This is an optimization exercise on Yosys and OpenROAD, whose aim is small area and a short achievable clock period, not a production implementation.
Power is estimated from default activity; no workload was simulated.

==> module mcu_single_cycle, before the edit <==
module mcu_single_cycle(clk, nClear, instr_in, pc_out, write_back_data);
	input clk, nClear;
	input [15:0] instr_in;
	output [15:0] pc_out;
	output [15:0] write_back_data;
	wire [3:0] op = instr_in[15:12];
	wire [3:0] fa = instr_in[11:8];
	wire [3:0] fb = instr_in[7:4];
	wire [3:0] fc = instr_in[3:0];
	wire [15:0] imm = {{12{fc[3]}}, fc};
	wire is_and  = (op == 4'h0);
	wire is_or   = (op == 4'h1);
	wire is_add  = (op == 4'h2);
	wire is_addi = (op == 4'h3);
	wire is_sub  = (op == 4'h6);
	wire is_slt  = (op == 4'h7);
	wire is_lw   = (op == 4'h8);
	wire is_sw   = (op == 4'hA);
	wire is_bne  = (op == 4'hE);
	wire is_jmp  = (op == 4'hF);
	wire reg_write = is_and | is_or | is_add | is_addi | is_sub | is_slt | is_lw;
	wire [3:0] dst = (is_addi | is_lw) ? fb : fc;
	reg [15:0] rf [0:15];
	reg [15:0] valid;
	wire [15:0] sel_a = valid & (16'd1 << fa);
	wire [15:0] sel_b = valid & (16'd1 << fb);
	reg [15:0] ra, rb;
	integer i;
	always @(*) begin
		ra = 16'd0;
		rb = 16'd0;
		for (i = 0; i < 16; i = i + 1) begin
			ra = ra | ({16{sel_a[i]}} & rf[i]);
			rb = rb | ({16{sel_b[i]}} & rf[i]);
		end
	end
	reg [15:0] dm [0:15];
	reg [15:0] sel_m;
	reg [3:0] t;
	integer j;
	reg [3:0] m_lo;
	reg [3:0] m_hi0, m_hi1;
	reg [1:0] d;
	always @(*) begin
		for (j = 0; j < 4; j = j + 1) begin
			d = j[1:0] - fc[1:0];
			m_lo[j] = (ra[1:0] == d);
			d = j[1:0] - fc[3:2];
			m_hi0[j] = (ra[3:2] == d);
			d = j[1:0] - fc[3:2] - 2'd1;
			m_hi1[j] = (ra[3:2] == d);
		end
		for (j = 0; j < 16; j = j + 1)
			sel_m[j] = m_lo[j % 4] & ((j % 4 < fc[1:0]) ? m_hi1[j / 4] : m_hi0[j / 4]);
	end
	reg [15:0] mdata;
	always @(*) begin
		mdata = 16'd0;
		for (j = 0; j < 16; j = j + 1)
			mdata = mdata | ({16{sel_m[j]}} & dm[j]);
	end
	wire sub = is_sub | is_slt;
	wire [15:0] opb = is_addi ? imm : (sub ? ~rb : rb);
	wire [15:0] sum = ra + opb + {15'd0, sub};
	wire [15:0] wb = ({16{is_lw}} & mdata)
	               | ({16{is_and}} & (ra & rb))
	               | ({16{is_or}} & (ra | rb))
	               | ({16{is_slt}} & {15'd0, sum[15]})
	               | ({16{is_add | is_addi | is_sub}} & sum);
	assign write_back_data = wb;
	reg [15:0] pc;
	assign pc_out = pc;
	wire taken = is_bne & (ra != rb);
	wire [4:0] k = taken ? ({fc[3], fc} + 5'd1) : 5'd1;
	wire [5:0] lo = {1'b0, pc[4:0]} + {1'b0, k};
	wire up = lo[5] & ~k[4];
	wire down = ~lo[5] & k[4];
	reg [10:0] ones, zeros;
	integer h;
	always @(*) begin
		ones[0] = 1'b1;
		zeros[0] = 1'b1;
		for (h = 1; h < 11; h = h + 1) begin
			ones[h] = ones[h-1] & pc[4+h];
			zeros[h] = zeros[h-1] & ~pc[4+h];
		end
	end
	wire [10:0] hi = pc[15:5] ^ (({11{up}} & ones) | ({11{down}} & zeros));
	wire [15:0] pc_add = {hi, lo[4:0]};
	wire [15:0] pc_next = is_jmp ? {pc_add[15:12], instr_in[11:0]} : pc_add;
	always @(posedge clk or negedge nClear)
		if (!nClear) pc <= 16'd0;
		else pc <= pc_next;
	always @(posedge clk or negedge nClear)
		if (!nClear) valid <= 16'd0;
		else if (reg_write) valid[dst] <= 1'b1;
	always @(posedge clk)
		if (reg_write) rf[dst] <= wb;
	integer w;
	always @(posedge clk)
		for (w = 0; w < 16; w = w + 1)
			if (is_sw & sel_m[w]) dm[w] <= rb;
endmodule
Settings: LEC_CHECK=0, CAP_MARGIN=20, CORE_MARGIN=2, CORE_UTILIZATION=70, PLACE_DENSITY=0.8, SETUP_SLACK_MARGIN=5, SLEW_MARGIN=20, TNS_END_PERCENT=0; clock period 16.0 ns.
standard.sh (not shown) runs the stock make flow with config.mk's settings and CLKGATE_MAP_FILE= SYNTH_SCRIPT=/design/flow/synth_recipe.tcl, a recipe that flattens the netlist after the stock synthesis.
==> flow/flow/run.sh <==
#!/bin/bash
# The standard layout (standard.sh), with these changes:
# - clock tree: small clock buffers, no dummy clock loads
# - port buffers: a plain buffer cell, which the repair steps can resize
# Everything make prints goes to flow.log; ORFS keeps each step's own log under orfs/logs.
here=$PWD
bash standard.sh \
  "CTS_ARGS=-sink_clustering_enable -repair_clock_nets -dont_use_dummy_load -sink_clustering_size 18 -sink_clustering_max_diameter 60 -buf_list {sky130_fd_sc_hd__clkbuf_4 sky130_fd_sc_hd__clkbuf_8}" \
  "BUFFER_PORTS_ARGS=-buffer_cell sky130_fd_sc_hd__buf_2" \
  finish > flow.log 2>&1
==> next run, changes <==
--- a/flow/design.v
+++ b/flow/design.v
@@ -61,8 +61,9 @@
 			mdata = mdata | ({16{sel_m[j]}} & dm[j]);
 	end
 	wire sub = is_sub | is_slt;
-	wire [15:0] opb = is_addi ? imm : (sub ? ~rb : rb);
-	wire [15:0] sum = ra + opb + {15'd0, sub};
+	wire [15:0] add_res = ra + (is_addi ? imm : rb);
+	wire [15:0] sub_res = ra - rb;
+	wire [15:0] sum = sub ? sub_res : add_res;
 	wire [15:0] wb = ({16{is_lw}} & mdata)
 	               | ({16{is_and}} & (ra & rb))
 	               | ({16{is_or}} & (ra | rb))
Effect:
- The new run produced a clean layout
- utilization climbs by 2.0 points
- clock power went up by about 3%
- total power went up by about 6%
- cell area is higher by 3.9%
- area after synthesis grows by 2.4%
- sequential cell count does not change
- clock skew fell by 0.013 ns
- critical path depth stays the same
No functional check of the RTL was part of any run of this note.

[port drivers added, routing unchanged]
No port has a modelled driver above. Below, the same layouts with a new extraction and two added sets of constraints. Step 1 sets driving cells, clkbuf_16 on the clock port and buf_2 on the other inputs (assumed; they add their load-dependent delay and slew). Step 2 times the ports against the registers' clock, not the clock port: input delays grow and output delays shrink by t, the midpoint of the rising clock arrivals with the driver on. a / b / c = ideal / step 1 / step 2; a / b = the first two.
run	shift t [ns]	setup WS [ns]	hold slack, ns
the first run	0.667	4.929 / 4.903 / 4.903	0.467 / 0.467 / 0.467
the second run	0.681	4.952 / 4.922 / 4.922	0.484 / 0.484 / 0.484
After both steps setup and hold are still met in every run listed. For the second run, which loses most, drivers alone change the setup slack by -0.030 ns; drivers and shift together by -0.030 ns.
